What follows belongs to an exercise in optimizing a design on an open flow for small area; a production flow would make more cautious choices.
In this exercise RTL edits were held to simulation tests only and were not proved equivalent to the original.
Power is estimated from default activity; no workload was simulated.

--- flow/standard.sh ---
#!/bin/bash
# synth_recipe.tcl (not shown) runs the flow's synth.tcl, then flattens the netlist and writes it again
# the make line also repeats each setting of config.mk as NAME=value (left out here)
make -C /OpenROAD-flow-scripts/flow DESIGN_CONFIG=/design/flow/config.mk WORK_HOME=/design/flow/orfs CLKGATE_MAP_FILE= SYNTH_SCRIPT=/design/flow/synth_recipe.tcl "${@:-finish}"
--- flow/config.mk ---
export PLATFORM = sky130hd
export DESIGN_NAME = CPU
export DESIGN_NICKNAME = CPU
export VERILOG_FILES = /design/flow/design.v
export SDC_FILE = /design/flow/constraint.sdc
export NUM_CORES = 4
export LEC_CHECK = 0
export CAP_MARGIN = 20
export CORE_MARGIN = 2
export CORE_UTILIZATION = 70
export SETUP_SLACK_MARGIN = 0.2
export SLEW_MARGIN = 20
--- flow/constraint.sdc ---
create_clock -name core_clock -period 15.0 [get_ports {clk}]
set_input_delay 3.0000 -clock core_clock [delete_from_list [all_inputs] [get_ports {clk}]]
set_output_delay 3.0000 -clock core_clock [all_outputs]
set_load 0.01 [all_outputs]
--- flow/flow/cellmap.v ---
// Maps the design's hc_* gate modules to the library gates of the same function.
module hc_a22o (input A1, input A2, input B1, input B2, output X);
    sky130_fd_sc_hd__a22o_1 _TECHMAP_REPLACE_ (.A1(A1), .A2(A2), .B1(B1), .B2(B2), .X(X));
endmodule

module hc_a222oi (input A1, input A2, input B1, input B2, input C1, input C2, output Y);
    sky130_fd_sc_hd__a222oi_1 _TECHMAP_REPLACE_ (.A1(A1), .A2(A2), .B1(B1), .B2(B2), .C1(C1), .C2(C2), .Y(Y));
endmodule

module hc_a211oi (input A1, input A2, input B1, input C1, output Y);
    sky130_fd_sc_hd__a211oi_1 _TECHMAP_REPLACE_ (.A1(A1), .A2(A2), .B1(B1), .C1(C1), .Y(Y));
endmodule

module hc_and3 (input A, input B, input C, output X);
    sky130_fd_sc_hd__and3_1 _TECHMAP_REPLACE_ (.A(A), .B(B), .C(C), .X(X));
endmodule

module hc_nand2 (input A, input B, output Y);
    sky130_fd_sc_hd__nand2_1 _TECHMAP_REPLACE_ (.A(A), .B(B), .Y(Y));
endmodule

module hc_nand3 (input A, input B, input C, output Y);
    sky130_fd_sc_hd__nand3_1 _TECHMAP_REPLACE_ (.A(A), .B(B), .C(C), .Y(Y));
endmodule

module hc_nand4 (input A, input B, input C, input D, output Y);
    sky130_fd_sc_hd__nand4_1 _TECHMAP_REPLACE_ (.A(A), .B(B), .C(C), .D(D), .Y(Y));
endmodule

module hc_nor2 (input A, input B, output Y);
    sky130_fd_sc_hd__nor2_1 _TECHMAP_REPLACE_ (.A(A), .B(B), .Y(Y));
endmodule

module hc_nor4 (input A, input B, input C, input D, output Y);
    sky130_fd_sc_hd__nor4_1 _TECHMAP_REPLACE_ (.A(A), .B(B), .C(C), .D(D), .Y(Y));
endmodule

module hc_xor2 (input A, input B, output X);
    sky130_fd_sc_hd__xor2_1 _TECHMAP_REPLACE_ (.A(A), .B(B), .X(X));
endmodule

module hc_xnor2 (input A, input B, output Y);
    sky130_fd_sc_hd__xnor2_1 _TECHMAP_REPLACE_ (.A(A), .B(B), .Y(Y));
endmodule

module hc_mux2i (input A0, input A1, input S, output Y);
    sky130_fd_sc_hd__mux2i_1 _TECHMAP_REPLACE_ (.A0(A0), .A1(A1), .S(S), .Y(Y));
endmodule

module hc_mux4 (input A0, input A1, input A2, input A3, input S0, input S1, output X);
    sky130_fd_sc_hd__mux4_2 _TECHMAP_REPLACE_ (.A0(A0), .A1(A1), .A2(A2), .A3(A3), .S0(S0), .S1(S1), .X(X));
endmodule

module hc_mux2 (input A0, input A1, input S, output X);
    sky130_fd_sc_hd__mux2_1 _TECHMAP_REPLACE_ (.A0(A0), .A1(A1), .S(S), .X(X));
endmodule

module hc_and2_4 (input A, input B, output X);
    sky130_fd_sc_hd__and2_4 _TECHMAP_REPLACE_ (.A(A), .B(B), .X(X));
endmodule

module hc_and2b_4 (input A_N, input B, output X);
    sky130_fd_sc_hd__and2b_4 _TECHMAP_REPLACE_ (.A_N(A_N), .B(B), .X(X));
endmodule

module hc_and3_4 (input A, input B, input C, output X);
    sky130_fd_sc_hd__and3_4 _TECHMAP_REPLACE_ (.A(A), .B(B), .C(C), .X(X));
endmodule

module hc_nor3 (input A, input B, input C, output Y);
    sky130_fd_sc_hd__nor3_1 _TECHMAP_REPLACE_ (.A(A), .B(B), .C(C), .Y(Y));
endmodule
--- flow/flow/run.sh ---
#!/bin/bash
# Layout flow: ORFS's synthesis with one added step, then the standard ORFS
# flow from floorplan to finish.
#
# The added step maps the design's hc_* gate modules (plain-logic modules in
# the RTL) straight to the library gates of the same function (flow/cellmap.v)
# before Yosys flattens the design, so ABC only maps the remaining logic.
# Registers are inferred and mapped exactly as in the standard synthesis.
# Each tool's output goes to a log file of its own in this folder.
set -euo pipefail
W=$PWD
mkdir -p $W/mysynth

# clock tree: 8x clock buffers in clusters of at most 16 flip-flops, no dummy loads
CTS_ARGS="-sink_clustering_enable -repair_clock_nets -buf_list sky130_fd_sc_hd__clkbuf_8"
CTS_ARGS="$CTS_ARGS -sink_clustering_size 16 -sink_clustering_max_diameter 50 -dont_use_dummy_load"

# standard synthesis, for reference (register names and cells)
make -C $FLOW_HOME DESIGN_CONFIG=$FLOW_CONFIG WORK_HOME=$W/orfs_std CLKGATE_MAP_FILE= \
  SYNTH_SCRIPT=$W/synth_recipe.tcl synth > $W/std_synth.log 2>&1 || true

# ORFS synth.tcl with the cell-mapping step after the first hierarchy command
sed "/^hierarchy -check -top/a techmap -map $W/flow/cellmap.v" \
  $FLOW_HOME/scripts/synth.tcl > $W/mysynth/synth.tcl
grep -q "cellmap.v" $W/mysynth/synth.tcl
sed "s#source \$::env(SCRIPTS_DIR)/synth.tcl#source $W/mysynth/synth.tcl#" \
  $W/synth_recipe.tcl > $W/mysynth/synth_recipe.tcl
grep -q "mysynth/synth.tcl" $W/mysynth/synth_recipe.tcl

make -C $FLOW_HOME DESIGN_CONFIG=$FLOW_CONFIG WORK_HOME=$W/orfs CLKGATE_MAP_FILE= \
  SYNTH_SCRIPT=$W/mysynth/synth_recipe.tcl synth > $W/my_synth.log 2>&1

# compare the registers with the standard synthesis
python3 $W/flow/regs.py $W/orfs_std/results/$FLOW_PLATFORM/CPU/base/1_2_yosys.v \
  $W/orfs/results/$FLOW_PLATFORM/CPU/base/1_2_yosys.v > $W/regs_compare.log 2>&1 || true
[ -n "${FT_SYNTH_ONLY:-}" ] && exit 0

make -C $FLOW_HOME DESIGN_CONFIG=$FLOW_CONFIG WORK_HOME=$W/orfs CLKGATE_MAP_FILE= \
  SYNTH_SCRIPT=$W/mysynth/synth_recipe.tcl \
  BUFFER_PORTS_ARGS="-buffer_cell sky130_fd_sc_hd__buf_1" \
  CTS_ARGS="$CTS_ARGS" ${FT_TARGET:-finish} > $W/orfs_flow.log 2>&1
[ -n "${FT_TARGET:-}" ] && exit 0

: # left out here: write the final layout as DEF
  $FLOW_OUT/final.def > $W/mysynth/write_def.tcl
openroad -no_init -exit $W/mysynth/write_def.tcl > $W/write_def.log 2>&1
--- flow/flow/regs.py ---
# regs.py STD.v MINE.v: compare flip-flop instances (name -> cell) of two netlists.
import re, sys
def regs(path):
    r = {}
    for m in re.finditer(r'^\s*(sky130_fd_sc_hd__(?:df|edf|sdf|dl)\w*)\s+(\S+)\s*\(', open(path).read(), re.M):
        r[m.group(2)] = re.sub(r'_\d+$', '', m.group(1))
    return r
a, b = regs(sys.argv[1]), regs(sys.argv[2])
print("standard:", len(a), "mine:", len(b))
bad = 0
for k in sorted(set(a) | set(b)):
    if a.get(k) != b.get(k):
        bad += 1
        if bad <= 20: print("DIFF", k, a.get(k), b.get(k))
print("differences:", bad)
sys.exit(1 if bad else 0)
--- flow/design.v ---
module ALU (
    input [31:0] Ax,
    input [31:0] B,
    input [3:0] ALUControl,
    output [31:0] Result,
    output Zero
);
    wire add = (ALUControl == 4'd0);
    wire sub = (ALUControl == 4'd1);
    wire opand = (ALUControl == 4'd2);
    wire opor  = (ALUControl == 4'd3);
    wire opxor = (ALUControl == 4'd4);
    wire opnor = (ALUControl == 4'd5);
    wire f00 = sub | opnor;
    wire f01 = add | opxor | opor;
    wire f10 = add | opxor | opor;
    wire f11 = sub | opand | opor;
    wire m   = add | sub;
    wire mn  = ~m;
    wire [31:0] p;      
    wire [31:0] kx;     
    wire [32:0] cx;     
    assign cx[0] = sub;
    hc_mux4 pm0 (.A0(f10), .A1(f00), .A2(f11), .A3(f01), .S0(Ax[0]), .S1(B[0]), .X(p[0]));
    hc_nor2 kg0 (.A(Ax[0]), .B(mn), .Y(kx[0]));    
    hc_mux4 pm1 (.A0(f00), .A1(f10), .A2(f01), .A3(f11), .S0(Ax[1]), .S1(B[1]), .X(p[1]));
    hc_nand2 kg1 (.A(Ax[1]), .B(m), .Y(kx[1]));    
    hc_mux4 pm2 (.A0(f10), .A1(f00), .A2(f11), .A3(f01), .S0(Ax[2]), .S1(B[2]), .X(p[2]));
    hc_nor2 kg2 (.A(Ax[2]), .B(mn), .Y(kx[2]));    
    hc_mux4 pm3 (.A0(f00), .A1(f10), .A2(f01), .A3(f11), .S0(Ax[3]), .S1(B[3]), .X(p[3]));
    hc_nand2 kg3 (.A(Ax[3]), .B(m), .Y(kx[3]));    
    hc_mux4 pm4 (.A0(f10), .A1(f00), .A2(f11), .A3(f01), .S0(Ax[4]), .S1(B[4]), .X(p[4]));
    hc_nor2 kg4 (.A(Ax[4]), .B(mn), .Y(kx[4]));    
    hc_mux4 pm5 (.A0(f10), .A1(f00), .A2(f11), .A3(f01), .S0(Ax[5]), .S1(B[5]), .X(p[5]));
    hc_nor2 kg5 (.A(Ax[5]), .B(mn), .Y(kx[5]));    
    hc_mux4 pm6 (.A0(f00), .A1(f10), .A2(f01), .A3(f11), .S0(Ax[6]), .S1(B[6]), .X(p[6]));
    hc_nand2 kg6 (.A(Ax[6]), .B(m), .Y(kx[6]));    
    hc_mux4 pm7 (.A0(f00), .A1(f10), .A2(f01), .A3(f11), .S0(Ax[7]), .S1(B[7]), .X(p[7]));
    hc_nand2 kg7 (.A(Ax[7]), .B(m), .Y(kx[7]));    
    hc_mux4 pm8 (.A0(f00), .A1(f10), .A2(f01), .A3(f11), .S0(Ax[8]), .S1(B[8]), .X(p[8]));
    hc_nand2 kg8 (.A(Ax[8]), .B(m), .Y(kx[8]));    
    hc_mux4 pm9 (.A0(f00), .A1(f10), .A2(f01), .A3(f11), .S0(Ax[9]), .S1(B[9]), .X(p[9]));
    hc_nand2 kg9 (.A(Ax[9]), .B(m), .Y(kx[9]));    
    hc_mux4 pm10 (.A0(f10), .A1(f00), .A2(f11), .A3(f01), .S0(Ax[10]), .S1(B[10]), .X(p[10]));
    hc_nor2 kg10 (.A(Ax[10]), .B(mn), .Y(kx[10]));    
    hc_mux4 pm11 (.A0(f10), .A1(f00), .A2(f11), .A3(f01), .S0(Ax[11]), .S1(B[11]), .X(p[11]));
    hc_nor2 kg11 (.A(Ax[11]), .B(mn), .Y(kx[11]));    
    hc_mux4 pm12 (.A0(f10), .A1(f00), .A2(f11), .A3(f01), .S0(Ax[12]), .S1(B[12]), .X(p[12]));
    hc_nor2 kg12 (.A(Ax[12]), .B(mn), .Y(kx[12]));    
    hc_mux4 pm13 (.A0(f10), .A1(f00), .A2(f11), .A3(f01), .S0(Ax[13]), .S1(B[13]), .X(p[13]));
    hc_nor2 kg13 (.A(Ax[13]), .B(mn), .Y(kx[13]));    
    hc_mux4 pm14 (.A0(f00), .A1(f10), .A2(f01), .A3(f11), .S0(Ax[14]), .S1(B[14]), .X(p[14]));
    hc_nand2 kg14 (.A(Ax[14]), .B(m), .Y(kx[14]));    
    hc_mux4 pm15 (.A0(f00), .A1(f10), .A2(f01), .A3(f11), .S0(Ax[15]), .S1(B[15]), .X(p[15]));
    hc_nand2 kg15 (.A(Ax[15]), .B(m), .Y(kx[15]));    
    hc_mux4 pm16 (.A0(f00), .A1(f10), .A2(f01), .A3(f11), .S0(Ax[16]), .S1(B[16]), .X(p[16]));
    hc_nand2 kg16 (.A(Ax[16]), .B(m), .Y(kx[16]));    
    hc_mux4 pm17 (.A0(f00), .A1(f10), .A2(f01), .A3(f11), .S0(Ax[17]), .S1(B[17]), .X(p[17]));
    hc_nand2 kg17 (.A(Ax[17]), .B(m), .Y(kx[17]));    
    hc_mux4 pm18 (.A0(f10), .A1(f00), .A2(f11), .A3(f01), .S0(Ax[18]), .S1(B[18]), .X(p[18]));
    hc_nor2 kg18 (.A(Ax[18]), .B(mn), .Y(kx[18]));    
    hc_mux4 pm19 (.A0(f10), .A1(f00), .A2(f11), .A3(f01), .S0(Ax[19]), .S1(B[19]), .X(p[19]));
    hc_nor2 kg19 (.A(Ax[19]), .B(mn), .Y(kx[19]));    
    hc_mux4 pm20 (.A0(f10), .A1(f00), .A2(f11), .A3(f01), .S0(Ax[20]), .S1(B[20]), .X(p[20]));
    hc_nor2 kg20 (.A(Ax[20]), .B(mn), .Y(kx[20]));    
    hc_mux4 pm21 (.A0(f10), .A1(f00), .A2(f11), .A3(f01), .S0(Ax[21]), .S1(B[21]), .X(p[21]));
    hc_nor2 kg21 (.A(Ax[21]), .B(mn), .Y(kx[21]));    
    hc_mux4 pm22 (.A0(f00), .A1(f10), .A2(f01), .A3(f11), .S0(Ax[22]), .S1(B[22]), .X(p[22]));
    hc_nand2 kg22 (.A(Ax[22]), .B(m), .Y(kx[22]));    
    hc_mux4 pm23 (.A0(f00), .A1(f10), .A2(f01), .A3(f11), .S0(Ax[23]), .S1(B[23]), .X(p[23]));
    hc_nand2 kg23 (.A(Ax[23]), .B(m), .Y(kx[23]));    
    hc_mux4 pm24 (.A0(f00), .A1(f10), .A2(f01), .A3(f11), .S0(Ax[24]), .S1(B[24]), .X(p[24]));
    hc_nand2 kg24 (.A(Ax[24]), .B(m), .Y(kx[24]));    
    hc_mux4 pm25 (.A0(f10), .A1(f00), .A2(f11), .A3(f01), .S0(Ax[25]), .S1(B[25]), .X(p[25]));
    hc_nor2 kg25 (.A(Ax[25]), .B(mn), .Y(kx[25]));    
    hc_mux4 pm26 (.A0(f00), .A1(f10), .A2(f01), .A3(f11), .S0(Ax[26]), .S1(B[26]), .X(p[26]));
    hc_nand2 kg26 (.A(Ax[26]), .B(m), .Y(kx[26]));    
    hc_mux4 pm27 (.A0(f10), .A1(f00), .A2(f11), .A3(f01), .S0(Ax[27]), .S1(B[27]), .X(p[27]));
    hc_nor2 kg27 (.A(Ax[27]), .B(mn), .Y(kx[27]));    
    hc_mux4 pm28 (.A0(f00), .A1(f10), .A2(f01), .A3(f11), .S0(Ax[28]), .S1(B[28]), .X(p[28]));
    hc_nand2 kg28 (.A(Ax[28]), .B(m), .Y(kx[28]));    
    hc_mux4 pm29 (.A0(f10), .A1(f00), .A2(f11), .A3(f01), .S0(Ax[29]), .S1(B[29]), .X(p[29]));
    hc_nor2 kg29 (.A(Ax[29]), .B(mn), .Y(kx[29]));    
    hc_mux4 pm30 (.A0(f00), .A1(f10), .A2(f01), .A3(f11), .S0(Ax[30]), .S1(B[30]), .X(p[30]));
    hc_nand2 kg30 (.A(Ax[30]), .B(m), .Y(kx[30]));    
    hc_mux4 pm31 (.A0(f10), .A1(f00), .A2(f11), .A3(f01), .S0(Ax[31]), .S1(B[31]), .X(p[31]));
    assign kx[31] = 1'b0;   
    hc_mux2i cm0 (.A0(kx[0]), .A1(cx[0]), .S(p[0]), .Y(cx[1]));
    hc_mux2i cm1 (.A0(kx[1]), .A1(cx[1]), .S(p[1]), .Y(cx[2]));
    hc_mux2i cm2 (.A0(kx[2]), .A1(cx[2]), .S(p[2]), .Y(cx[3]));
    hc_mux2i cm3 (.A0(kx[3]), .A1(cx[3]), .S(p[3]), .Y(cx[4]));
    wire g2l_4, g2h_4, g4_4, ppnl_4, ppnh_4, ppn4_4;
    hc_mux2i cm4 (.A0(kx[4]), .A1(cx[4]), .S(p[4]), .Y(cx[5]));
    hc_mux2 gl4 (.A0(kx[5]), .A1(kx[4]), .S(p[5]), .X(g2l_4));
    hc_nand2 pl4 (.A(p[4]), .B(p[5]), .Y(ppnl_4));
    hc_mux2i sl4 (.A0(cx[4]), .A1(g2l_4), .S(ppnl_4), .Y(cx[6]));
    hc_mux2i cm6 (.A0(kx[6]), .A1(cx[6]), .S(p[6]), .Y(cx[7]));
    hc_mux2i gh4 (.A0(kx[7]), .A1(kx[6]), .S(p[7]), .Y(g2h_4));
    hc_nand2 ph4 (.A(p[6]), .B(p[7]), .Y(ppnh_4));
    hc_mux2 g4m4 (.A0(g2l_4), .A1(g2h_4), .S(ppnh_4), .X(g4_4));
    hc_nand4 p44 (.A(p[4]), .B(p[5]), .C(p[6]), .D(p[7]), .Y(ppn4_4));
    hc_mux2i sq4 (.A0(cx[4]), .A1(g4_4), .S(ppn4_4), .Y(cx[8]));
    wire g2l_8, g2h_8, g4_8, ppnl_8, ppnh_8, ppn4_8;
    hc_mux2i cm8 (.A0(kx[8]), .A1(cx[8]), .S(p[8]), .Y(cx[9]));
    hc_mux2 gl8 (.A0(kx[9]), .A1(kx[8]), .S(p[9]), .X(g2l_8));
    hc_nand2 pl8 (.A(p[8]), .B(p[9]), .Y(ppnl_8));
    hc_mux2i sl8 (.A0(cx[8]), .A1(g2l_8), .S(ppnl_8), .Y(cx[10]));
    hc_mux2i cm10 (.A0(kx[10]), .A1(cx[10]), .S(p[10]), .Y(cx[11]));
    hc_mux2i gh8 (.A0(kx[11]), .A1(kx[10]), .S(p[11]), .Y(g2h_8));
    hc_nand2 ph8 (.A(p[10]), .B(p[11]), .Y(ppnh_8));
    hc_mux2 g4m8 (.A0(g2l_8), .A1(g2h_8), .S(ppnh_8), .X(g4_8));
    hc_nand4 p48 (.A(p[8]), .B(p[9]), .C(p[10]), .D(p[11]), .Y(ppn4_8));
    hc_mux2i sq8 (.A0(cx[8]), .A1(g4_8), .S(ppn4_8), .Y(cx[12]));
    wire g2l_12, g2h_12, g4_12, ppnl_12, ppnh_12, ppn4_12;
    hc_mux2i cm12 (.A0(kx[12]), .A1(cx[12]), .S(p[12]), .Y(cx[13]));
    hc_mux2 gl12 (.A0(kx[13]), .A1(kx[12]), .S(p[13]), .X(g2l_12));
    hc_nand2 pl12 (.A(p[12]), .B(p[13]), .Y(ppnl_12));
    hc_mux2i sl12 (.A0(cx[12]), .A1(g2l_12), .S(ppnl_12), .Y(cx[14]));
    hc_mux2i cm14 (.A0(kx[14]), .A1(cx[14]), .S(p[14]), .Y(cx[15]));
    hc_mux2i gh12 (.A0(kx[15]), .A1(kx[14]), .S(p[15]), .Y(g2h_12));
    hc_nand2 ph12 (.A(p[14]), .B(p[15]), .Y(ppnh_12));
    hc_mux2 g4m12 (.A0(g2l_12), .A1(g2h_12), .S(ppnh_12), .X(g4_12));
    hc_nand4 p412 (.A(p[12]), .B(p[13]), .C(p[14]), .D(p[15]), .Y(ppn4_12));
    hc_mux2i sq12 (.A0(cx[12]), .A1(g4_12), .S(ppn4_12), .Y(cx[16]));
    wire g2l_16, g2h_16, g4_16, ppnl_16, ppnh_16, ppn4_16;
    hc_mux2i cm16 (.A0(kx[16]), .A1(cx[16]), .S(p[16]), .Y(cx[17]));
    hc_mux2 gl16 (.A0(kx[17]), .A1(kx[16]), .S(p[17]), .X(g2l_16));
    hc_nand2 pl16 (.A(p[16]), .B(p[17]), .Y(ppnl_16));
    hc_mux2i sl16 (.A0(cx[16]), .A1(g2l_16), .S(ppnl_16), .Y(cx[18]));
    hc_mux2i cm18 (.A0(kx[18]), .A1(cx[18]), .S(p[18]), .Y(cx[19]));
    hc_mux2i gh16 (.A0(kx[19]), .A1(kx[18]), .S(p[19]), .Y(g2h_16));
    hc_nand2 ph16 (.A(p[18]), .B(p[19]), .Y(ppnh_16));
    hc_mux2 g4m16 (.A0(g2l_16), .A1(g2h_16), .S(ppnh_16), .X(g4_16));
    hc_nand4 p416 (.A(p[16]), .B(p[17]), .C(p[18]), .D(p[19]), .Y(ppn4_16));
    hc_mux2i sq16 (.A0(cx[16]), .A1(g4_16), .S(ppn4_16), .Y(cx[20]));
    wire g2l_20, g2h_20, g4_20, ppnl_20, ppnh_20, ppn4_20;
    hc_mux2i cm20 (.A0(kx[20]), .A1(cx[20]), .S(p[20]), .Y(cx[21]));
    hc_mux2 gl20 (.A0(kx[21]), .A1(kx[20]), .S(p[21]), .X(g2l_20));
    hc_nand2 pl20 (.A(p[20]), .B(p[21]), .Y(ppnl_20));
    hc_mux2i sl20 (.A0(cx[20]), .A1(g2l_20), .S(ppnl_20), .Y(cx[22]));
    hc_mux2i cm22 (.A0(kx[22]), .A1(cx[22]), .S(p[22]), .Y(cx[23]));
    hc_mux2i gh20 (.A0(kx[23]), .A1(kx[22]), .S(p[23]), .Y(g2h_20));
    hc_nand2 ph20 (.A(p[22]), .B(p[23]), .Y(ppnh_20));
    hc_mux2 g4m20 (.A0(g2l_20), .A1(g2h_20), .S(ppnh_20), .X(g4_20));
    hc_nand4 p420 (.A(p[20]), .B(p[21]), .C(p[22]), .D(p[23]), .Y(ppn4_20));
    hc_mux2i sq20 (.A0(cx[20]), .A1(g4_20), .S(ppn4_20), .Y(cx[24]));
    hc_mux2i cm24 (.A0(kx[24]), .A1(cx[24]), .S(p[24]), .Y(cx[25]));
    hc_mux2i cm25 (.A0(kx[25]), .A1(cx[25]), .S(p[25]), .Y(cx[26]));
    hc_mux2i cm26 (.A0(kx[26]), .A1(cx[26]), .S(p[26]), .Y(cx[27]));
    hc_mux2i cm27 (.A0(kx[27]), .A1(cx[27]), .S(p[27]), .Y(cx[28]));
    hc_mux2i cm28 (.A0(kx[28]), .A1(cx[28]), .S(p[28]), .Y(cx[29]));
    hc_mux2i cm29 (.A0(kx[29]), .A1(cx[29]), .S(p[29]), .Y(cx[30]));
    hc_mux2i cm30 (.A0(kx[30]), .A1(cx[30]), .S(p[30]), .Y(cx[31]));
    assign cx[32] = 1'b0;   
    hc_xor2 sx0 (.A(p[0]), .B(cx[0]), .X(Result[0]));
    hc_xnor2 sx1 (.A(p[1]), .B(cx[1]), .Y(Result[1]));
    hc_xor2 sx2 (.A(p[2]), .B(cx[2]), .X(Result[2]));
    hc_xnor2 sx3 (.A(p[3]), .B(cx[3]), .Y(Result[3]));
    hc_xor2 sx4 (.A(p[4]), .B(cx[4]), .X(Result[4]));
    hc_xnor2 sx5 (.A(p[5]), .B(cx[5]), .Y(Result[5]));
    hc_xnor2 sx6 (.A(p[6]), .B(cx[6]), .Y(Result[6]));
    hc_xor2 sx7 (.A(p[7]), .B(cx[7]), .X(Result[7]));
    hc_xnor2 sx8 (.A(p[8]), .B(cx[8]), .Y(Result[8]));
    hc_xor2 sx9 (.A(p[9]), .B(cx[9]), .X(Result[9]));
    hc_xor2 sx10 (.A(p[10]), .B(cx[10]), .X(Result[10]));
    hc_xnor2 sx11 (.A(p[11]), .B(cx[11]), .Y(Result[11]));
    hc_xor2 sx12 (.A(p[12]), .B(cx[12]), .X(Result[12]));
    hc_xnor2 sx13 (.A(p[13]), .B(cx[13]), .Y(Result[13]));
    hc_xnor2 sx14 (.A(p[14]), .B(cx[14]), .Y(Result[14]));
    hc_xor2 sx15 (.A(p[15]), .B(cx[15]), .X(Result[15]));
    hc_xnor2 sx16 (.A(p[16]), .B(cx[16]), .Y(Result[16]));
    hc_xor2 sx17 (.A(p[17]), .B(cx[17]), .X(Result[17]));
    hc_xor2 sx18 (.A(p[18]), .B(cx[18]), .X(Result[18]));
    hc_xnor2 sx19 (.A(p[19]), .B(cx[19]), .Y(Result[19]));
    hc_xor2 sx20 (.A(p[20]), .B(cx[20]), .X(Result[20]));
    hc_xnor2 sx21 (.A(p[21]), .B(cx[21]), .Y(Result[21]));
    hc_xnor2 sx22 (.A(p[22]), .B(cx[22]), .Y(Result[22]));
    hc_xor2 sx23 (.A(p[23]), .B(cx[23]), .X(Result[23]));
    hc_xnor2 sx24 (.A(p[24]), .B(cx[24]), .Y(Result[24]));
    hc_xor2 sx25 (.A(p[25]), .B(cx[25]), .X(Result[25]));
    hc_xnor2 sx26 (.A(p[26]), .B(cx[26]), .Y(Result[26]));
    hc_xor2 sx27 (.A(p[27]), .B(cx[27]), .X(Result[27]));
    hc_xnor2 sx28 (.A(p[28]), .B(cx[28]), .Y(Result[28]));
    hc_xor2 sx29 (.A(p[29]), .B(cx[29]), .X(Result[29]));
    hc_xnor2 sx30 (.A(p[30]), .B(cx[30]), .Y(Result[30]));
    hc_xor2 sx31 (.A(p[31]), .B(cx[31]), .X(Result[31]));
    wire [7:0] z4;
    wire [1:0] z16n;
    hc_nor4 zq0 (.A(Result[0]), .B(Result[1]), .C(Result[2]), .D(Result[3]), .Y(z4[0]));
    hc_nor4 zq1 (.A(Result[4]), .B(Result[5]), .C(Result[6]), .D(Result[7]), .Y(z4[1]));
    hc_nor4 zq2 (.A(Result[8]), .B(Result[9]), .C(Result[10]), .D(Result[11]), .Y(z4[2]));
    hc_nor4 zq3 (.A(Result[12]), .B(Result[13]), .C(Result[14]), .D(Result[15]), .Y(z4[3]));
    hc_nor4 zq4 (.A(Result[16]), .B(Result[17]), .C(Result[18]), .D(Result[19]), .Y(z4[4]));
    hc_nor4 zq5 (.A(Result[20]), .B(Result[21]), .C(Result[22]), .D(Result[23]), .Y(z4[5]));
    hc_nor4 zq6 (.A(Result[24]), .B(Result[25]), .C(Result[26]), .D(Result[27]), .Y(z4[6]));
    hc_nor3 zq7 (.A(Result[28]), .B(Result[29]), .C(Result[30]), .Y(z4[7]));
    hc_nand4 zh0 (.A(z4[0]), .B(z4[1]), .C(z4[2]), .D(z4[3]), .Y(z16n[0]));
    hc_nand4 zh1 (.A(z4[4]), .B(z4[5]), .C(z4[6]), .D(z4[7]), .Y(z16n[1]));
    hc_nor3  zf  (.A(z16n[0]), .B(z16n[1]), .C(Result[31]), .Y(Zero));
endmodule
module RegisterFile (
    input clk,
    input reset,
    input [3:0] readReg1,
    input [3:0] readReg2,
    input [3:0] writeReg,
    input [31:0] writeData,
    input writeEnable,
    output [31:0] readData1x,
    output [31:0] readData2
);
    reg  [15:0] valid;
    wire [15:0] we;      
    wire [15:0] hold;    
    wire [511:0] regs;
    wire [3:0] wlo = {4{writeEnable}} & (4'b1 << writeReg[1:0]);
    wire [3:0] whi = 4'b1 << writeReg[3:2];
    wire [15:0] sel1 = valid & (16'b1 << readReg1);
    wire [15:0] sel2 = valid & (16'b1 << readReg2);
    genvar g, b;
    generate
        for (g = 0; g < 16; g = g + 1) begin : row
            reg  [31:0] q;
            wire [31:0] d;
            hc_and2_4  wdec (.A(wlo[g % 4]), .B(whi[g / 4]), .X(we[g]));
            hc_and2b_4 hdec (.A_N(we[g]), .B(valid[g]), .X(hold[g]));
            for (b = 0; b < 32; b = b + 1) begin : bt
                hc_a22o upd (.A1(q[b]), .A2(hold[g]), .B1(writeData[b]), .B2(we[g]), .X(d[b]));
            end
            always @(posedge clk)
                q <= d;
            assign regs[32*g +: 32] = q;
        end
    endgenerate
    always @(posedge clk or posedge reset) begin
        if (reset)
            valid <= 16'b0;
        else
            valid <= valid | we;
    end
    localparam [31:0] AINV = 32'haa3c3c35;
    generate
        for (b = 0; b < 32; b = b + 1) begin : rbit
            wire [15:0] col;   
            for (g = 0; g < 16; g = g + 1) begin : c
                assign col[g] = regs[32*g + b];
            end
            RegRead #(.INV(AINV[b])) rd1 (.sel(sel1), .d(col), .y(readData1x[b]));
            RegRead #(.INV(0))          rd2 (.sel(sel2), .d(col), .y(readData2[b]));
        end
    endgenerate
endmodule
module RegRead #(parameter INV = 0) (
    input [15:0] sel,
    input [15:0] d,
    output y
);
    genvar i;
    wire [4:0] t;
    generate
        for (i = 0; i < 5; i = i + 1) begin : grp
            hc_a222oi g (.A1(sel[3*i]), .A2(d[3*i]), .B1(sel[3*i+1]), .B2(d[3*i+1]),
                         .C1(sel[3*i+2]), .C2(d[3*i+2]), .Y(t[i]));
        end
        if (INV) begin : inv
            wire u0, u1;
            hc_nand3 n0 (.A(t[0]), .B(t[1]), .C(t[2]), .Y(u0));
            hc_nand2 n1 (.A(t[3]), .B(t[4]), .Y(u1));
            hc_a211oi o (.A1(sel[15]), .A2(d[15]), .B1(u0), .C1(u1), .Y(y));
        end else begin : tru
            wire v0, t5;
            hc_and3  a0 (.A(t[0]), .B(t[1]), .C(t[2]), .X(v0));
            hc_nand2 n5 (.A(sel[15]), .B(d[15]), .Y(t5));
            hc_nand4 o  (.A(v0), .B(t[3]), .C(t[4]), .D(t5), .Y(y));
        end
    endgenerate
endmodule
module CPU (
    input clk,
    input reset,
    input [3:0] ALUControl,
    input [3:0] readReg1,
    input [3:0] readReg2,
    input [3:0] writeReg,
    input [31:0] writeData,
    input writeEnable,
    output [31:0] ALUResult,
    output Zero
);
    wire [31:0] readData1x;   
    wire [31:0] readData2;    
    RegisterFile regFile (
        .clk(clk),
        .reset(reset),
        .readReg1(readReg1),
        .readReg2(readReg2),
        .writeReg(writeReg),
        .writeData(writeData),
        .writeEnable(writeEnable),
        .readData1x(readData1x),
        .readData2(readData2)
    );
    ALU alu (
        .Ax(readData1x),
        .B(readData2),
        .ALUControl(ALUControl),
        .Result(ALUResult),
        .Zero(Zero)
    );
endmodule
module hc_a22o (input A1, input A2, input B1, input B2, output X);
    assign X = (A1 & A2) | (B1 & B2);
endmodule
module hc_a222oi (input A1, input A2, input B1, input B2, input C1, input C2, output Y);
    assign Y = ~((A1 & A2) | (B1 & B2) | (C1 & C2));
endmodule
module hc_a211oi (input A1, input A2, input B1, input C1, output Y);
    assign Y = ~((A1 & A2) | B1 | C1);
endmodule
module hc_and2_4 (input A, input B, output X);
    assign X = A & B;
endmodule
module hc_and2b_4 (input A_N, input B, output X);
    assign X = ~A_N & B;
endmodule
module hc_and3_4 (input A, input B, input C, output X);
    assign X = A & B & C;
endmodule
module hc_and3 (input A, input B, input C, output X);
    assign X = A & B & C;
endmodule
module hc_nand2 (input A, input B, output Y);
    assign Y = ~(A & B);
endmodule
module hc_nand3 (input A, input B, input C, output Y);
    assign Y = ~(A & B & C);
endmodule
module hc_nand4 (input A, input B, input C, input D, output Y);
    assign Y = ~(A & B & C & D);
endmodule
module hc_nor2 (input A, input B, output Y);
    assign Y = ~(A | B);
endmodule
module hc_nor3 (input A, input B, input C, output Y);
    assign Y = ~(A | B | C);
endmodule
module hc_nor4 (input A, input B, input C, input D, output Y);
    assign Y = ~(A | B | C | D);
endmodule
module hc_xor2 (input A, input B, output X);
    assign X = A ^ B;
endmodule
module hc_xnor2 (input A, input B, output Y);
    assign Y = ~(A ^ B);
endmodule
module hc_mux2i (input A0, input A1, input S, output Y);
    assign Y = ~(S ? A1 : A0);
endmodule
module hc_mux2 (input A0, input A1, input S, output X);
    assign X = S ? A1 : A0;
endmodule
module hc_mux4 (input A0, input A1, input A2, input A3, input S0, input S1, output X);
    assign X = S1 ? (S0 ? A3 : A2) : (S0 ? A1 : A0);
endmodule
==> results of run 1 <==
-- per-stage QoR --
stage / cell area, um^2 / hold slack (ns)
6_report: 23700 / 0.512
3_5_place_dp: 23100 / 0.489
4_1_cts: 23700 / 0.511
3_3_place_gp: 23100 / 0.484
2_1_floorplan: 21900 / 0.468
5_1_grt: 23700 / 0.518
-- flip-flops by register name (all words and copies together), names as in the netlist --
| register | flops |
|---|---|
| regFile.row.q | 512 |
| regFile.valid | 16 |
-- metal layers --
metal  wire, um  vias up  part of all wire [%]
met5         86        -                 0.094
li1           -     8613                     -
met2      36000     2568                    39
met1      30300    10400                    33
met4       7600        6                   8.3
met3      17200      637                    19
-- worst max-delay path by stage --
stage | endpoint | slack (ns) | cells past startpoint
detailed placement | Zero | 1.67 | 27
finish | Zero | 1.11 | 27
floorplan | Zero | 2.55 | 25
CTS | Zero | 1.63 | 27
global route | Zero | 1.0 | 27
global placement | Zero | 1.84 | 27
-- kinds of logic after synthesis --
kind of cell,after synthesis,synth area share [%]
AOI/OAI and AO/OA,849,35.6
xor gates and xnor gates,32,1.28
buffers and inverters,3,0.0570
DFF,528,48.6
muxes,78,5.44
and+or+nand+nor,348,9.05
-- power groups by stage --
stage | Clock [W] | Sequential (W) | Combinational, W
2_1_floorplan | 0 | 0.00160 | 0.000247
3_3_place_gp | 0 | 0.00162 | 0.000413
3_5_place_dp | 0 | 0.00163 | 0.000426
4_1_cts | 0.000701 | 0.00160 | 0.000426
5_1_grt | 0.000755 | 0.00161 | 0.000460
6_report | 0.000711 | 0.00160 | 0.000460
-- Yosys cell counts, types with 17 or more instances --
cell type | instances | area, um^2
a222oi_1 | 320 | 3200
a22o_1 | 512 | 4480
and3_1 | 75 | 469
dfxtp_1 | 512 | 10200
mux2i_1 | 36 | 360
mux4_2 | 32 | 721
nand2_1 | 93 | 349
nand4_1 | 55 | 344
nor2_1 | 23 | 86.3
or2_2 | 17 | 106
-- final cells by class --
class	instances	area [um^2]	share of cell area, %
well taps	396	495	2.09
clock buffers	44	606	2.55
repair buffers	129	657	2.77
flip-flops and latches	528	10700	44.9
diodes	2	5.00	0.0211
multi-input cells	1307	11300	47.7
inverters	2	7.51	0.0316
==> flow_metrics.env, run 1 <==
export IMPL_rr_worst_depth=2
export IMPL_grt_start_max_net_pins=35
export IMPL_layout_min_cycle_time_ns=13.89
export IMPL_hold_path_class="reg2reg"
export IMPL_min_from="regFile.row[15].q[10]"
export IMPL_reg2reg_setup_slack_ns=13.49
export IMPL_stdcell_count=2408
export IMPL_cts_buffers=44
export IMPL_report_final_slew_viol_count=0
export IMPL_dp_hpwl_mm=50.5
export IMPL_regToRegStartpoint="regFile.valid[14]"
export IMPL_layout_drive_gt1_share_pct=8.91
export IMPL_use_met1_pct=66.3
export IMPL_gr_max_usage_layer="met2"
export IMPL_clkSlewWorstSetupHoldPaths_ns=0.07
export IMPL_grt_pass1_wl_mm=133
export IMPL_crit_arrival_ns=10.89
export IMPL_insertion_delay_ns=0.62
export IMPL_ctsHtreeMaxLevel=2
export IMPL_finClkSkew_ns=0.0420
export IMPL_synth_distinct_cells=33
export IMPL_dp_slack_ns=1.67
export IMPL_cap_violations=0
export IMPL_synth_seq_cells=528
export IMPL_hold_path_end="regFile.row[15].q[10]"
export IMPL_power_leakage_nw=8.57
export IMPL_die_y_um=181
export IMPL_synth_avg_cell_area_um2=11.9
export IMPL_use_met3_pct=24.4
export IMPL_antenna_found_initial=6
export IMPL_finalSetupViolCount=0
export IMPL_drt_initial_drc_count=6032
export IMPL_cts_num_sinks=528
export IMPL_cts_root_buf="clkbuf_8"
export IMPL_combPwrFrac_pct=16.6
export IMPL_path_delay_family="multiplexers"
export IMPL_drt_wirelength_per_cell_um=37.9
export IMPL_drtAntennaViolNets=0
export IMPL_finalHoldViolations=0
export IMPL_grt_ovfl_total=0
export IMPL_worstSetupPathType="in2out"
export IMPL_power_w=0.00277
export IMPL_grtUsageMet2_pct=73.6
export IMPL_syn_inst=1838
export IMPL_postRouteWirelength_mm=91.2
export IMPL_final_util_pct=77.2
export IMPL_synth_async_reset_ratio_pct=3.03
export IMPL_period_share_pct=92.6
export IMPL_netlist_area_um2=21900
export IMPL_power_share_sequential_pct=57.8
export IMPL_die_x_um=181
export IMPL_relSlewSlack_pct=26.6
export IMPL_cp_startpoint="readReg1[1]"
export IMPL_fin_setup_tns_ns=0
export IMPL_io_buffer_count=83
export IMPL_cellPowerDensity_nw_per_um2=117
export IMPL_max_stage_delay_ns=0.63
export IMPL_dieArea_um2=32800
export IMPL_rows=64
export IMPL_yosys_warnings=1
export IMPL_cts_max_path_buffers=3
export IMPL_first_global_vias=21500
export IMPL_critPathMaxFanout=9
export IMPL_crit_path_end_kind="output port"
export IMPL_max_vdd_ir_drop_v=0.000100
export IMPL_dp_cells=2362
export IMPL_cts_setup_buffers=0
export IMPL_initial_core_util_pct=71.3
export IMPL_synth_top_flop_cell="dfxtp_1"
export IMPL_crit_buf_inv=2
export IMPL_remaining_drc_errors=0
export IMPL_ys_seq_area_share_pct=48.6
export IMPL_via_per_inst=9.23
export IMPL_outcome="no timing/DRC/antenna violations"
export IMPL_hold_path_depth=1
export IMPL_sw_frac_of_total_pct=31.0
export IMPL_final_fill_count=2063
export IMPL_final_cell_mix="a22o_1, dfxtp_1, a222oi_1"
export IMPL_first_pass_iters=17
export IMPL_cpMostUsedCell="mux2i_1"
export IMPL_core_area_um2=30700
export IMPL_timing_rr_end="regFile.row[14].q[12]"
export IMPL_worst_slew_pin_transition_ns=1.09
export IMPL_max_freq_mhz=72.0
export IMPL_p_switching_w=0.000860
export IMPL_cpMaxStageDelayCell="mux4_2"
export IMPL_holdBufCountCts=0
export IMPL_io_pins=84
export IMPL_area_growth_pct=8.25
export IMPL_cts_tree="done"
export IMPL_ctsResizeCount=0
export IMPL_cp_start_kind="input pin"
export IMPL_rsz0062_at_grt="no"
export IMPL_synth_edff_count=0
export IMPL_nNetsFinal=2063
export IMPL_power_internal_w=0.00191
export IMPL_globalplace_congestion=1.00
export IMPL_worstPathRequired_ns=12.00
export IMPL_worst_slack_ns=1.11
export IMPL_syn_num_nets=1889
export IMPL_track_usage_pct=53.6
export IMPL_clkPwrFrac_pct=25.6
export IMPL_vias=22200
==> run 2, diff against run 1 <==
--- a/flow/design.v
+++ b/flow/design.v
@@ -209,21 +209,21 @@
     output [31:0] readData1x,
     output [31:0] readData2
 );
-    reg  [15:0] valid;
+    reg         clr;
     wire [15:0] we;      
     wire [15:0] hold;    
     wire [511:0] regs;
     wire [3:0] wlo = {4{writeEnable}} & (4'b1 << writeReg[1:0]);
     wire [3:0] whi = 4'b1 << writeReg[3:2];
-    wire [15:0] sel1 = valid & (16'b1 << readReg1);
-    wire [15:0] sel2 = valid & (16'b1 << readReg2);
+    wire [15:0] sel1 = {16{~clr}} & (16'b1 << readReg1);
+    wire [15:0] sel2 = {16{~clr}} & (16'b1 << readReg2);
     genvar g, b;
     generate
         for (g = 0; g < 16; g = g + 1) begin : row
             reg  [31:0] q;
             wire [31:0] d;
             hc_and2_4  wdec (.A(wlo[g % 4]), .B(whi[g / 4]), .X(we[g]));
-            hc_and2b_4 hdec (.A_N(we[g]), .B(valid[g]), .X(hold[g]));
+            hc_nor2_4  hdec (.A(we[g]), .B(clr), .Y(hold[g]));
             for (b = 0; b < 32; b = b + 1) begin : bt
                 hc_a22o upd (.A1(q[b]), .A2(hold[g]), .B1(writeData[b]), .B2(we[g]), .X(d[b]));
             end
@@ -234,9 +234,9 @@
     endgenerate
     always @(posedge clk or posedge reset) begin
         if (reset)
-            valid <= 16'b0;
+            clr <= 1'b1;
         else
-            valid <= valid | we;
+            clr <= 1'b0;
     end
     localparam [31:0] AINV = 32'haa3c3c35;
     generate
@@ -320,12 +320,12 @@
 module hc_and2_4 (input A, input B, output X);
     assign X = A & B;
 endmodule
-module hc_and2b_4 (input A_N, input B, output X);
-    assign X = ~A_N & B;
-endmodule
 module hc_and3_4 (input A, input B, input C, output X);
     assign X = A & B & C;
 endmodule
+module hc_nor2_4 (input A, input B, output Y);
+    assign Y = ~(A | B);
+endmodule
 module hc_and3 (input A, input B, input C, output X);
     assign X = A & B & C;
 endmodule
--- a/flow/flow/run.sh
+++ b/flow/flow/run.sh
@@ -6,6 +6,8 @@
 # the RTL) straight to the library gates of the same function (flow/cellmap.v)
 # before Yosys flattens the design, so ABC only maps the remaining logic.
 # Registers are inferred and mapped exactly as in the standard synthesis.
+# After global routing ORFS's power recovery (RECOVER_POWER) downsizes gates
+# off the critical paths; port buffers are the smallest buffer.
 # Each tool's output goes to a log file of its own in this folder.
 set -euo pipefail
 W=$PWD
@@ -38,7 +40,7 @@
 make -C $FLOW_HOME DESIGN_CONFIG=$FLOW_CONFIG WORK_HOME=$W/orfs CLKGATE_MAP_FILE= \
   SYNTH_SCRIPT=$W/mysynth/synth_recipe.tcl \
   BUFFER_PORTS_ARGS="-buffer_cell sky130_fd_sc_hd__buf_1" \
-  CTS_ARGS="$CTS_ARGS" ${FT_TARGET:-finish} > $W/orfs_flow.log 2>&1
+  CTS_ARGS="$CTS_ARGS" RECOVER_POWER=100 ${FT_TARGET:-finish} > $W/orfs_flow.log 2>&1
 [ -n "${FT_TARGET:-}" ] && exit 0
 
 : # left out here: write the final layout as DEF
--- a/flow/flow/cellmap.v
+++ b/flow/flow/cellmap.v
@@ -59,10 +59,6 @@
     sky130_fd_sc_hd__and2_4 _TECHMAP_REPLACE_ (.A(A), .B(B), .X(X));
 endmodule
 
-module hc_and2b_4 (input A_N, input B, output X);
-    sky130_fd_sc_hd__and2b_4 _TECHMAP_REPLACE_ (.A_N(A_N), .B(B), .X(X));
-endmodule
-
 module hc_and3_4 (input A, input B, input C, output X);
     sky130_fd_sc_hd__and3_4 _TECHMAP_REPLACE_ (.A(A), .B(B), .C(C), .X(X));
 endmodule
@@ -70,3 +66,7 @@
 module hc_nor3 (input A, input B, input C, output Y);
     sky130_fd_sc_hd__nor3_1 _TECHMAP_REPLACE_ (.A(A), .B(B), .C(C), .Y(Y));
 endmodule
+
+module hc_nor2_4 (input A, input B, output Y);
+    sky130_fd_sc_hd__nor2_4 _TECHMAP_REPLACE_ (.A(A), .B(B), .Y(Y));
+endmodule
==> run 2 against run 1 <==
Compared with the run above:
- the layout now fails its checks (capacitance limit, slew limit)
- clock skew shrank 0.0024 ns
- largest cell class unchanged
- combinational power decreased by 56%
- clock power is essentially flat
- global-route usage shrank 0.69 points
- flip-flop and latch count is 15 lower
- sequential power shrank 11%
- non-clock buffer count up 4
==> flow_metrics.env, run 2 <==
export IMPL_final_cell_mix="a22o_1, dfxtp_1, a222oi_1"
export IMPL_first_pass_iters=17
export IMPL_largest_reg_flops=512
export IMPL_synth_edff_count=0
export IMPL_finClkSkew_ns=0.0396
export IMPL_hold_path_depth=1
export IMPL_relSlewSlack_pct=-142
export IMPL_die_y_um=179
export IMPL_max_freq_mhz=73.1
export IMPL_fin_setup_tns_ns=0
export IMPL_dieArea_um2=32000
export IMPL_period_share_pct=91.2
export IMPL_rr_worst_depth=2
export IMPL_rows=64
export IMPL_core_area_um2=30300
export IMPL_globalplace_congestion=0.965
export IMPL_outcome="complete, but fails checks"
export IMPL_syn_inst=1801
export IMPL_synth_top_flop_cell="dfxtp_1"
export IMPL_rsz0062_at_grt="no"
export IMPL_yosys_warnings=1
export IMPL_cts_max_path_buffers=3
export IMPL_report_final_slew_viol_count=998
export IMPL_dp_cells=2324
export IMPL_final_util_pct=76.7
export IMPL_critPathMaxFanout=22
export IMPL_cts_root_buf="clkbuf_8"
export IMPL_power_leakage_nw=8.08
export IMPL_cts_tree="done"
export IMPL_track_usage_pct=52.9
export IMPL_remaining_drc_errors=0
export IMPL_finalSetupViolCount=0
export IMPL_max_stage_delay_ns=0.63
export IMPL_grt_start_max_net_pins=65
export IMPL_io_pins=84
export IMPL_cpMostUsedCell="mux2i_1"
export IMPL_area_growth_pct=8.75
export IMPL_ys_seq_area_share_pct=48.0
export IMPL_top_register="regFile.row.q"
export IMPL_synth_top_area_share_pct=47.9
export IMPL_cts_setup_buffers=0
export IMPL_synth_async_reset_ratio_pct=0.195
export IMPL_layout_min_cycle_time_ns=13.69
export IMPL_crit_cells=27
export IMPL_insertion_delay_ns=0.65
export IMPL_path_delay_family="multiplexers"
export IMPL_cpMaxStageDelayCell="mux2i_1"
export IMPL_drtAntennaViolNets=0
export IMPL_cap_violations=33
export IMPL_worstSetupPathType="in2out"
export IMPL_grt_ovfl_total=0
export IMPL_postRouteWirelength_mm=87.8
export IMPL_synth_avg_cell_area_um2=11.9
export IMPL_vias=21700
export IMPL_first_global_vias=20500
export IMPL_holdBufCountCts=0
export IMPL_max_vdd_ir_drop_v=0.000103
export IMPL_finalHoldViolations=0
export IMPL_final_fill_count=2089
export IMPL_yosys_area_top_type="dfxtp_1"
export IMPL_drt_wirelength_per_cell_um=36.9
export IMPL_die_x_um=179
export IMPL_syn_num_nets=1852
export IMPL_cellPowerDensity_nw_per_um2=100
export IMPL_drt_initial_drc_count=6092
export IMPL_crit_path_end_kind="output port"
export IMPL_clkSlewWorstSetupHoldPaths_ns=0.05
export IMPL_antenna_found_initial=7
export IMPL_synthTopCellsByArea="dfxtp_1, a22o_1, a222oi_1"
export IMPL_hold_slack_ns=0.513
export IMPL_initial_core_util_pct=70.5
export IMPL_stdcell_count=2377
export IMPL_synthTopCellsByCount="a22o_1, dfxtp_1, a222oi_1"
export IMPL_ctsResizeCount=0
export IMPL_dp_hpwl_mm=49.7
export IMPL_crit_buf_inv=2
export IMPL_cp_start_kind="input pin"
export IMPL_cts_num_sinks=513
export IMPL_netlist_area_um2=21400
export IMPL_crit_arrival_ns=10.69
export IMPL_reg_top3="regFile.row.q x512, regFile.clr x1"
export IMPL_cts_buffers=44
export IMPL_ctsHtreeMaxLevel=2
export IMPL_nNetsFinal=2031
export IMPL_worstPathRequired_ns=12.00
export IMPL_synth_distinct_cells=33
export IMPL_violations="capacitance limit, slew limit"
export IMPL_worst_slew_pin_transition_ns=3.63
export IMPL_synth_seq_cells=513
export IMPL_grt_pass1_wl_mm=126
export IMPL_layout_drive_gt1_share_pct=8.24
export IMPL_hold_path_class="reg2reg"
export IMPL_via_per_inst=9.14
export IMPL_io_buffer_count=83
run 2: cell count changes after synthesis, moves of 2 or more:
cell | previous run | this run
dfrtp_1 | 16 | 0
nor2_1 | 23 | 41
and2b_4 | 16 | 0
or3b_4 | 0 | 4
and2_1 | 4 | 1
nor2b_1 | 9 | 2
or2_2 | 17 | 1
nor3_1 | 4 | 10
nand2b_1 | 2 | 4
and4_1 | 2 | 0
or3_4 | 0 | 2
nor2_4 | 0 | 16
and3_1 | 75 | 49
run 2: logic make-up after synthesis:
| kind of cell | share of synthesized area [%] |
|---|---|
| buf+inv | 0.0351 |
| compound gates | 36.5 |
| mux | 5.58 |
| simple gates | 8.57 |
| other cells | 0.0175 |
| flops | 48.0 |
| xor+xnor | 1.31 |
run 2: layout make-up:
class / count / area, um^2 / share of cell area [%]
multi-input cells: 1286 / 11200 / 48.2
flip-flops and latches: 513 / 10300 / 44.1
repair buffers: 133 / 669 / 2.88
clock buffers: 44 / 606 / 2.60
well taps: 396 / 495 / 2.13
inverters: 2 / 7.51 / 0.0322
diodes: 3 / 7.51 / 0.0322
run 2: final timing paths:
| kind | slack (ns) | from | end |
|---|---|---|---|
| worst max-delay path | 1.31 | readReg1[3] | Zero |
| worst min-delay path | 0.51 | regFile.row[13].q[22] | regFile.row[13].q[22] |
| worst max register to register | 11.21 | regFile.clr | regFile.row[11].q[3] |
| worst min register to register | 0.51 | regFile.row[13].q[22] | regFile.row[13].q[22] |
| max in group asynchronous | 12.64 | reset | regFile.clr |
| min in group asynchronous | 2.34 | reset | regFile.clr |
run 2: metal layers:
metal  global-route usage (%)  vias to the layer above  wire length [um]
met5                        0                        -               110
met1                     64.5                    10200             29300
met3                     23.9                      628             16000
li1                         -                     8502                 -
met2                     75.8                     2354             36100
met4                     33.3                        8              6270
run 2: where the power goes:
part	internal, W	leakage [nW]	switching (W)
Combinational	0.0000540	3.61	0.000150
Sequential	0.00139	4.15	0.0000276
Clock	0.000262	0.316	0.000448
Total	0.00171	8.08	0.000626
run 2: through the flow:
step	area [um^2]	setup slack (ns)	total power [W]
final	23300	1.31	0.00233
after floorplan	21400	2.39	0.00154
after global placement	22800	1.69	0.00163
after global routing	23300	0.847	0.00237
after CTS	23400	1.48	0.00230
after detailed placement	22800	1.49	0.00164
==> run 3, diff against run 2 <==
--- a/flow/flow/run.sh
+++ b/flow/flow/run.sh
@@ -6,8 +6,7 @@
 # the RTL) straight to the library gates of the same function (flow/cellmap.v)
 # before Yosys flattens the design, so ABC only maps the remaining logic.
 # Registers are inferred and mapped exactly as in the standard synthesis.
-# After global routing ORFS's power recovery (RECOVER_POWER) downsizes gates
-# off the critical paths; port buffers are the smallest buffer.
+# Port buffers are the smallest buffer.
 # Each tool's output goes to a log file of its own in this folder.
 set -euo pipefail
 W=$PWD
@@ -40,7 +39,7 @@
 make -C $FLOW_HOME DESIGN_CONFIG=$FLOW_CONFIG WORK_HOME=$W/orfs CLKGATE_MAP_FILE= \
   SYNTH_SCRIPT=$W/mysynth/synth_recipe.tcl \
   BUFFER_PORTS_ARGS="-buffer_cell sky130_fd_sc_hd__buf_1" \
-  CTS_ARGS="$CTS_ARGS" RECOVER_POWER=100 ${FT_TARGET:-finish} > $W/orfs_flow.log 2>&1
+  CTS_ARGS="$CTS_ARGS" ${FT_TARGET:-finish} > $W/orfs_flow.log 2>&1
 [ -n "${FT_TARGET:-}" ] && exit 0
 
 : # left out here: write the final layout as DEF
==> run 3 against run 2 <==
Compared with the run above:
- the run now finishes clean
- synthesized cell count unchanged
- first-iteration DRC count grew 5.0%
- clock skew grew 0.0011 ns
- global-route usage did not move
- routed wire length increased by 0.36%
- sequential power hardly changed
- clock-buffer cell count unchanged
- non-clock buffer count unchanged
- critical endpoint unchanged
- highest routed layer unchanged
==> flow_metrics.env, run 3 <==
export IMPL_synth_seq_cells=513
export IMPL_hold_slack_ns=0.515
export IMPL_reg2reg_setup_slack_ns=12.74
export IMPL_io_buffer_count=83
export IMPL_synth_simple_gate_area_share_pct=8.57
export IMPL_first_global_vias=20500
export IMPL_synthTopCellsByArea="dfxtp_1, a22o_1, a222oi_1"
export IMPL_finClkSkew_ns=0.0407
export IMPL_netlist_area_um2=21400
export IMPL_reg_top3="regFile.row.q x512, regFile.clr x1"
export IMPL_crit_path_end_kind="output port"
export IMPL_yosys_area_top_type="dfxtp_1"
export IMPL_synthAdderAreaFrac_pct=0
export IMPL_final_util_pct=77.7
export IMPL_cts_root_buf="clkbuf_8"
export IMPL_via_per_inst=9.14
export IMPL_synth_async_reset_ratio_pct=0.195
export IMPL_hold_path_depth=1
export IMPL_worst_slew_pin_transition_ns=1.27
export IMPL_drt_initial_drc_count=6394
export IMPL_hold_path_class="reg2reg"
export IMPL_die_x_um=179
export IMPL_cpMostUsedCell="mux2i_1"
export IMPL_final_fill_count=2031
export IMPL_outcome="no timing/DRC/antenna violations"
export IMPL_rsz0062_at_grt="no"
export IMPL_synth_top_flop_cell="dfxtp_1"
export IMPL_max_vdd_ir_drop_v=0.0000985
export IMPL_worstPathRequired_ns=12.00
export IMPL_finalHoldViolations=0
export IMPL_synth_distinct_cells=33
export IMPL_die_y_um=179
export IMPL_max_freq_mhz=73.0
export IMPL_max_stage_delay_ns=0.68
export IMPL_fin_setup_tns_ns=0
export IMPL_grt_pass1_wl_mm=126
export IMPL_stdcell_count=2380
export IMPL_crit_cells=27
export IMPL_ctsResizeCount=0
export IMPL_drt_wirelength_per_cell_um=37.0
export IMPL_synth_compound_area_share_pct=36.5
export IMPL_worst_slack_ns=1.30
export IMPL_ys_seq_area_share_pct=48.0
export IMPL_remaining_drc_errors=0
export IMPL_report_final_slew_viol_count=0
export IMPL_cts_buffers=44
export IMPL_holdBufCountCts=0
export IMPL_cts_num_sinks=513
export IMPL_synthXorXnorAreaFrac_pct=1.31
export IMPL_layout_min_cycle_time_ns=13.70
export IMPL_area_growth_pct=10.1
export IMPL_power_leakage_nw=8.21
export IMPL_finalSetupViolCount=0
export IMPL_synth_edff_count=0
export IMPL_clkSlewWorstSetupHoldPaths_ns=0.09
export IMPL_period_share_pct=91.3
export IMPL_dieArea_um2=32000
export IMPL_cellPowerDensity_nw_per_um2=99.4
export IMPL_top_register="regFile.row.q"
export IMPL_relSlewSlack_pct=14.9
export IMPL_antenna_found_initial=7
export IMPL_track_usage_pct=52.9
export IMPL_layout_drive_gt1_share_pct=10.2
export IMPL_first_pass_iters=17
export IMPL_globalplace_congestion=0.965
export IMPL_synth_mux_area_share_pct=5.58
export IMPL_cpMaxStageDelayCell="mux2i_1"
export IMPL_synth_top_area_share_pct=47.9
export IMPL_io_pins=84
export IMPL_largest_reg_flops=512
export IMPL_synthTopCellsByCount="a22o_1, dfxtp_1, a222oi_1"
export IMPL_syn_inst=1801
export IMPL_synth_avg_cell_area_um2=11.9
export IMPL_cts_setup_buffers=0
export IMPL_final_cell_mix="a22o_1, dfxtp_1, a222oi_1"
export IMPL_cap_violations=0
export IMPL_core_area_um2=30300
export IMPL_crit_buf_inv=2
export IMPL_vias=21800
export IMPL_dp_slack_ns=1.49
export IMPL_rr_worst_depth=3
export IMPL_syn_num_nets=1852
export IMPL_critPathMaxFanout=22
export IMPL_grt_ovfl_total=0
export IMPL_crit_arrival_ns=10.70
export IMPL_dp_hpwl_mm=49.7
export IMPL_drtAntennaViolNets=0
export IMPL_cts_tree="done"
export IMPL_cp_start_kind="input pin"
export IMPL_yosys_warnings=1
export IMPL_path_delay_family="multiplexers"
export IMPL_nNetsFinal=2031
export IMPL_ctsHtreeMaxLevel=2
export IMPL_worstSetupPathType="in2out"
export IMPL_postRouteWirelength_mm=88.1
export IMPL_cts_max_path_buffers=3
export IMPL_dp_cells=2324
export IMPL_rows=64
export IMPL_initial_core_util_pct=70.5
export IMPL_insertion_delay_ns=0.65
export IMPL_synth_top_family_by_area="compound AO/OA/AOI/OAI gates"
export IMPL_grt_start_max_net_pins=65
## run 3: cell count changes in the layout (fill, tap and decap cells not counted)
cell | before | now
nor2_4 | 26 | 40
buf_4 | 41 | 43
buf_12 | 1 | 2
clkbuf_1 | 9 | 0
diode_2 | 3 | 6
and2_4 | 0 | 16
nor2_1 | 31 | 17
buf_1 | 82 | 83
buf_16 | 0 | 5
and2_0 | 16 | 0
## run 3: logic make-up after synthesis
logic type             Yosys count
AO/OA/AOI/OAI                  849
XOR/XNOR                        32
buffers and inverters            2
flip-flops                     513
multiplexers                    78
other                            1
AND/OR/NAND/NOR                326
## run 3: final cells by class
cell class | count | area (um^2) | area share (%)
antenna | 6 | 15.0 | 0.0637
clock buffer | 44 | 606 | 2.57
tap | 396 | 495 | 2.10
sequential | 513 | 10300 | 43.6
inverter | 2 | 7.51 | 0.0318
timing repair buffer | 133 | 812 | 3.44
multi-input combinational | 1286 | 11400 | 48.2
## run 3: worst paths after layout
path | startpoint | endpoint
max | readReg1[3] | Zero
min | regFile.row[15].q[1] | regFile.row[15].q[1]
max reg2reg | regFile.clr | regFile.row[9].q[19]
min reg2reg | regFile.row[15].q[1] | regFile.row[15].q[1]
max in group asynchronous | reset | regFile.clr
min in group asynchronous | reset | regFile.clr
## run 3: through the flow
stage	area, um^2	power (W)
after floorplan	21400	0.00154
after global placement	22800	0.00163
after detailed placement	22800	0.00164
after CTS	23400	0.00230
after global routing	23600	0.00238
final	23600	0.00234
## run 3: routing by layer
metal  part of all wire [%]  track usage [%]  up-vias  wire length [um]
met5                  0.010                0        -                 9
met4                    7.1             33.3        2              6220
met3                     18             23.9      644             15900
met2                     41             75.8     2340             36200
met1                     34             64.5    10200             29700
li1                       -                -     8521                 -
## run 3: worst register-to-register path: cells and delay by family (launching register included)
| family | cells | cell delay (ns) |
|---|---|---|
| compound gates | 1 | 0.25 |
| buf+inv | 1 | 0.28 |
| flops | 1 | 1.24 |
| simple gates | 1 | 0.34 |
## run 3: power by group
group | total, W | internal [W] | switching [W]
registers | 0.00142 | 0.00139 | 0.0000286
clock network | 0.000712 | 0.000262 | 0.000450
logic | 0.000210 | 0.0000583 | 0.000152
total | 0.00234 | 0.00171 | 0.000630
==> run 4, diff against run 3 <==
--- a/flow/design.v
+++ b/flow/design.v
@@ -215,8 +215,12 @@
     wire [511:0] regs;
     wire [3:0] wlo = {4{writeEnable}} & (4'b1 << writeReg[1:0]);
     wire [3:0] whi = 4'b1 << writeReg[3:2];
-    wire [15:0] sel1 = {16{~clr}} & (16'b1 << readReg1);
-    wire [15:0] sel2 = {16{~clr}} & (16'b1 << readReg2);
+    wire [3:0] r1lo = {4{~clr}} & (4'b1 << readReg1[1:0]);
+    wire [3:0] r1hi = 4'b1 << readReg1[3:2];
+    wire [3:0] r2lo = {4{~clr}} & (4'b1 << readReg2[1:0]);
+    wire [3:0] r2hi = 4'b1 << readReg2[3:2];
+    wire [15:0] sel1;
+    wire [15:0] sel2;
     genvar g, b;
     generate
         for (g = 0; g < 16; g = g + 1) begin : row
@@ -224,6 +228,8 @@
             wire [31:0] d;
             hc_and2_4  wdec (.A(wlo[g % 4]), .B(whi[g / 4]), .X(we[g]));
             hc_nor2_4  hdec (.A(we[g]), .B(clr), .Y(hold[g]));
+            hc_and2_4  s1dec (.A(r1lo[g % 4]), .B(r1hi[g / 4]), .X(sel1[g]));
+            hc_and2_4  s2dec (.A(r2lo[g % 4]), .B(r2hi[g / 4]), .X(sel2[g]));
             for (b = 0; b < 32; b = b + 1) begin : bt
                 hc_a22o upd (.A1(q[b]), .A2(hold[g]), .B1(writeData[b]), .B2(we[g]), .X(d[b]));
             end
==> run 4 against run 3 <==
Compared with the run above:
- combinational power shrank 3%
- routed wire length down 4.8%
- sequential power barely moved
- die area up 0.64%
- maximum frequency increased by 0.66%
- first-iteration DRC count fell by 6.3%
- synthesized cell count is 0.17% higher
- register-to-register slack better by 0.02 ns
- hold slack better by 0.0020 ns
- flip-flop and latch count unchanged
==> flow_metrics.env, run 4 <==
export IMPL_cts_num_sinks=513
export IMPL_yosys_area_top_type="dfxtp_1"
export IMPL_holdBufCountCts=0
export IMPL_globalplace_congestion=0.897
export IMPL_cts_setup_buffers=0
export IMPL_rsz0062_at_grt="no"
export IMPL_cp_start_kind="input pin"
export IMPL_synthTopCellsByArea="dfxtp_1, a22o_1, a222oi_1"
export IMPL_dieArea_um2=32200
export IMPL_cap_violations=0
export IMPL_postRouteWirelength_mm=83.9
export IMPL_ys_seq_area_share_pct=47.7
export IMPL_via_per_inst=9.12
export IMPL_path_delay_family="multiplexers"
export IMPL_ctsResizeCount=0
export IMPL_finalHoldViolations=0
export IMPL_initial_core_util_pct=70.8
export IMPL_final_cell_mix="a22o_1, dfxtp_1, a222oi_1"
export IMPL_design_area_um2=23300
export IMPL_synth_avg_cell_area_um2=11.9
export IMPL_synth_async_reset_ratio_pct=0.195
export IMPL_max_vdd_ir_drop_v=0.0000950
export IMPL_syn_inst=1804
export IMPL_vias=21400
export IMPL_die_y_um=179
export IMPL_layout_min_cycle_time_ns=13.61
export IMPL_max_stage_delay_ns=0.60
export IMPL_stdcell_count=2344
export IMPL_yosys_warnings=1
export IMPL_first_pass_iters=15
export IMPL_io_pins=84
export IMPL_first_global_vias=20900
export IMPL_report_final_slew_viol_count=0
export IMPL_cts_root_buf="clkbuf_8"
export IMPL_largest_reg_flops=512
export IMPL_grt_pass1_wl_mm=124
export IMPL_drt_wirelength_per_cell_um=35.8
export IMPL_cpMostUsedCell="mux2i_1"
export IMPL_layout_drive_gt1_share_pct=8.27
export IMPL_worst_slew_pin_transition_ns=1.23
export IMPL_finalSetupViolCount=0
export IMPL_outcome="no timing/DRC/antenna violations"
export IMPL_dp_hpwl_mm=45.2
export IMPL_hold_path_class="reg2reg"
export IMPL_synthTopCellsByCount="a22o_1, dfxtp_1, a222oi_1"
export IMPL_crit_arrival_ns=10.61
export IMPL_cpMaxStageDelayCell="mux4_2"
export IMPL_drtAntennaViolNets=0
export IMPL_reg_top3="regFile.row.q x512, regFile.clr x1"
export IMPL_drt_initial_drc_count=5991
export IMPL_grt_ovfl_total=0
export IMPL_synth_edff_count=0
export IMPL_cts_tree="done"
export IMPL_relSlewSlack_pct=17.8
export IMPL_clkSlewWorstSetupHoldPaths_ns=0.04
export IMPL_area_growth_pct=8.17
export IMPL_finClkSkew_ns=0.0310
export IMPL_nNetsFinal=2000
export IMPL_crit_buf_inv=2
export IMPL_synth_top_area_share_pct=47.6
export IMPL_die_x_um=179
export IMPL_synth_distinct_cells=30
export IMPL_power_leakage_nw=8.14
export IMPL_top_register="regFile.row.q"
export IMPL_syn_num_nets=1855
export IMPL_netlist_area_um2=21500
export IMPL_power_w=0.00235
export IMPL_rows=64
export IMPL_cts_max_path_buffers=3
export IMPL_ctsHtreeMaxLevel=2
export IMPL_grt_start_max_net_pins=65
export IMPL_critPathMaxFanout=32
export IMPL_crit_path_end_kind="output port"
export IMPL_worstSetupPathType="in2out"
export IMPL_dp_cells=2290
export IMPL_worstPathRequired_ns=12.00
export IMPL_remaining_drc_errors=0
export IMPL_period_share_pct=90.7
export IMPL_place_area_um2=22500
export IMPL_antenna_found_initial=2
export IMPL_io_buffer_count=83
export IMPL_fin_setup_tns_ns=0
export IMPL_cts_buffers=46
export IMPL_core_area_um2=30400
export IMPL_synth_top_flop_cell="dfxtp_1"
export IMPL_max_freq_mhz=73.5
export IMPL_track_usage_pct=49.3
export IMPL_insertion_delay_ns=0.61
export IMPL_cellPowerDensity_nw_per_um2=101
export IMPL_synth_seq_cells=513
-- run 4: cell types whose count changed after synthesis, sizes merged --
cell / before / now
nor3b: 3 / 7
nand2: 93 / 92
nor3: 10 / 5
and3b: 1 / 2
nor2b: 2 / 6
or3b: 4 / 0
nand3b: 3 / 1
nand2b: 4 / 0
nor2: 57 / 36
or3: 3 / 0
and2: 17 / 51
-- run 4: where the power goes --
part / switching [W] / total, W / leakage, nW / internal (W)
Clock: 0.000448 / 0.000722 / 0.331 / 0.000274
Sequential: 0.0000288 / 0.00142 / 4.15 / 0.00139
Combinational: 0.000144 / 0.000203 / 3.65 / 0.0000591
Total: 0.000621 / 0.00235 / 8.14 / 0.00172
-- run 4: path summary, 6_finish.rpt --
check	from	endpoint	slack, ns	cells past startpoint
min	regFile.row[0].q[13]	regFile.row[0].q[13]	0.52	1
max	readReg1[0]	Zero	1.39	27
min reg2reg	regFile.row[0].q[13]	regFile.row[0].q[13]	0.52	1
min in group asynchronous	reset	regFile.clr	2.36	2
max reg2reg	regFile.clr	regFile.row[10].q[4]	12.76	3
max in group asynchronous	reset	regFile.clr	12.62	2
-- run 4: cell type report --
cell class | instances | area, um^2
timing repair buffer | 97 | 602
multi-input combinational | 1289 | 11300
antenna | 1 | 2.50
tap | 396 | 495
sequential | 513 | 10300
fill | 2112 | 7120
clock buffer | 46 | 633
inverter | 2 | 7.51
-- run 4: routing by layer --
layer  track usage, %  wire length (um)  part of all wire, %  up-vias
met4             32.6              6350                  7.6        0
li1                 -                 -                    -     8433
met5            0.148                 0                    0        -
met1             62.2             28700                   34    10000
met3             16.1             14000                   17      615
met2             72.5             34800                   41     2291
-- run 4: stage by stage --
| step | setup WS, ns | hold WS (ns) | util [%] |
|---|---|---|---|
| 2_1_floorplan | 2.83 | 0.472 | - |
| 3_3_place_gp | 2.14 | 0.484 | 73.7 |
| 3_5_place_dp | 1.87 | 0.490 | 73.9 |
| 4_1_cts | 1.80 | 0.503 | 76.0 |
| 5_1_grt | 1.07 | 0.523 | 76.6 |
| 6_report | 1.39 | 0.517 | 76.6 |
-- run 4: worst register-to-register path: stages, from the launching register on --
cell and delay, ns:
dfstp_2 1.21, nor2_4 0.35, buf_16 0.27, a22o_1 0.27
-- run 4: cell families after synthesis --
group | synth area share, %
flops | 47.7
mux | 5.54
compound gates | 36.3
simple gates | 9.16
other cells | 0.0174
buf+inv | 0.0349
xor+xnor | 1.30

Check on run 4: ideal ports give 1.392 ns setup slack; a clkbuf_16 on the clock port and buf_2 on the inputs give 1.358 ns; moving port delays by the midpoint clock arrival (0.659 ns) as well gives 1.358 ns.
